From an optimization exercise on the open Yosys and OpenROAD flow, aimed at small area; shortcuts taken in it are not production practice. The RTL was checked by simulation tests, not by an equivalence proof against the original design. No driver is modelled on the clock port, so clock power and skew are understated where the tree is cut down; a real chip needs a root buffer or a tree. No activity file was given, so power comes from the tool's default toggle rates.

==> flow/design.v <==
module simple_stack(in, out, clk, direction, enable);
	input [15:0] in;
	output [15:0] out;
	input clk, enable, direction;
	reg [15:0] t;
	reg [15:0] mem[0:26];
	reg [4:0] q;
	reg [4:0] g;
	integer i;
	wire push = enable & ~direction;
	wire pop  = enable & direction & (g != 5'd0);
	reg [3:0] lo, lo_r, lo_w;
	reg [6:0] hi;
	reg [26:0] at_w;
	reg [15:0] rd;
	reg [26:0] sel;
	reg [15:0] grp[0:8];
	always @(*) begin
		for (i = 0; i < 4; i = i + 1) begin
			lo[i]   = (q[1:0] == i);
			lo_r[i] = lo[i] & ~push;
			lo_w[i] = lo[i] & push;
		end
		for (i = 0; i < 7; i = i + 1)
			hi[i] = (q[4:2] == i);
		for (i = 0; i < 27; i = i + 1) begin
			sel[i] = hi[i / 4] & lo_r[i % 4];
			at_w[i] = hi[i / 4] & lo_w[i % 4];
		end
		for (i = 0; i < 9; i = i + 1)
			grp[i] = ({16{sel[3*i]}} & mem[3*i]) | ({16{sel[3*i+1]}} & mem[3*i+1])
			       | ({16{sel[3*i+2]}} & mem[3*i+2]);
		rd = (({16{push}} & in) | grp[0] | grp[1]) | (grp[2] | grp[3] | grp[4])
		   | (grp[5] | grp[6] | grp[7] | grp[8]);
	end
	assign out = t;
	always @(posedge clk) begin
		for (i = 0; i < 27; i = i + 1)
			if (at_w[(i + 26) % 27])
				mem[i] <= t;
		if (push | pop)
			t <= rd;
		if (push | pop) begin
			if (push & (q >= 5'd26)) q <= 5'd0;
			else if (pop & (q == 5'd0)) q <= 5'd26;
			else q <= q + {{4{pop}}, 1'b1};
			if (push & (g >= 5'd27)) g <= 5'd27;
			else g <= g + {{4{pop}}, 1'b1};
		end
	end
endmodule
export LEC_CHECK = 0
export CAP_MARGIN = 10
export CORE_MARGIN = 2
export CORE_UTILIZATION = 55
export SLEW_MARGIN = 10
create_clock -name core_clock -period 5.0 [get_ports {clk}]
standard.sh (not shown) runs the stock make flow with config.mk's settings and CLKGATE_MAP_FILE= SYNTH_SCRIPT=/design/flow/synth_recipe.tcl, a recipe that flattens the netlist after the stock synthesis.
==> flow/flow/run.sh <==
#!/bin/bash
# Own layout flow: the standard flow, with an area-oriented ABC script in
# synthesis, port buffers of the smallest size, drivers upsized instead of
# buffered after placement, and a leaner clock tree. Each step's output goes
# to a log file here; ORFS keeps its own logs in orfs/logs.
set -euo pipefail
here=$(pwd)
export AREA_ABC_SCRIPT=$here/flow/area.abc
CTS="-sink_clustering_enable -repair_clock_nets -dont_use_dummy_load"
CTS="$CTS -buf_list sky130_fd_sc_hd__clkbuf_16 -sink_clustering_size 30 -sink_clustering_max_diameter 80"
std() {
  bash standard.sh SYNTH_SCRIPT=$here/flow/my_synth.tcl "CTS_ARGS=$CTS" \
    "BUFFER_PORTS_ARGS=-buffer_cell sky130_fd_sc_hd__buf_1" "$@"
}
std synth > synth.log 2>&1
std place > place.log 2>&1
RESULTS=$here/orfs/results/sky130hd/simple_stack/base \
DONT_USE="$(make -s -C "$FLOW_HOME" DESIGN_CONFIG=$here/config.mk WORK_HOME=$here/orfs print-DONT_USE_CELLS | sed 's/^DONT_USE_CELLS: //')" \
  openroad -no_init -exit $here/flow/upsize_place.tcl > upsize.log 2>&1
std cts > cts.log 2>&1
RESULTS=$here/orfs/results/sky130hd/simple_stack/base \
  openroad -no_init -exit $here/flow/flatten_clock.tcl > flatten_clock.log 2>&1
std ${LF_TARGET:-finish} > layout.log 2>&1
Other scripts of this flow, unchanged in this note and not shown: flow/flow/area.abc, flow/flow/flatten_clock.tcl, flow/flow/my_synth.tcl, flow/flow/upsize_place.tcl
The first run passed the timing, design-rule and antenna checks.
==> next run, changes <==
--- a/flow/design.v
+++ b/flow/design.v
@@ -40,12 +40,12 @@
 				mem[i] <= t;
 		if (push | pop)
 			t <= rd;
-		if (push | pop) begin
-			if (push & (q >= 5'd26)) q <= 5'd0;
-			else if (pop & (q == 5'd0)) q <= 5'd26;
-			else q <= q + {{4{pop}}, 1'b1};
-			if (push & (g >= 5'd27)) g <= 5'd27;
-			else g <= g + {{4{pop}}, 1'b1};
+		if (push) begin
+			q <= (q >= 5'd26) ? 5'd0 : q + 5'd1;
+			g <= (g >= 5'd27) ? 5'd27 : g + 5'd1;
+		end else if (pop) begin
+			q <= (q == 5'd0) ? 5'd26 : q - 5'd1;
+			g <= g - 5'd1;
 		end
 	end
 endmodule
Outcome: Global-route usage falls by 0.57 points; design area is about the same; clock-buffer cell count does not change; synthesized cell count rises slightly; die area rises slightly; first-iteration DRC count falls by roughly a tenth; total power falls by roughly a tenth; core utilization falls by 0.98 points; critical path depth rises by 4; worst setup slack degrades by 240 ps; cell count rises slightly; wire length falls slightly; sequential power falls by a few percent; synthesized area rises slightly.

==> separate check: timing with driven ports <==
In the flow no input, the clock included, has a driving cell. The finished layouts below were timed again as built, in two steps. Step 1 sets driving cells, clkbuf_16 on the clock port and buf_2 on the other inputs (assumed; they add their load-dependent delay and slew). Step 2 times the ports against the registers' clock, not the clock port: input delays grow and output delays shrink by t, the midpoint of the rising clock arrivals with the driver on. a / b / c = ideal ports / drivers / drivers and shift; a / b = the first two.
run | t, ns | slack for setup (ns) | hold slack, ns
the first run | 0.550 | 1.572 / 1.600 / 1.050 | 0.582 / 0.582 / 0.582
the second run | 0.536 | 1.330 / 1.355 / 0.820 | 0.583 / 0.583 / 0.583
After both steps setup and hold are still met in every run listed. For the first run, which loses most, drivers alone change the setup slack by +0.028 ns; drivers and shift together by -0.522 ns.
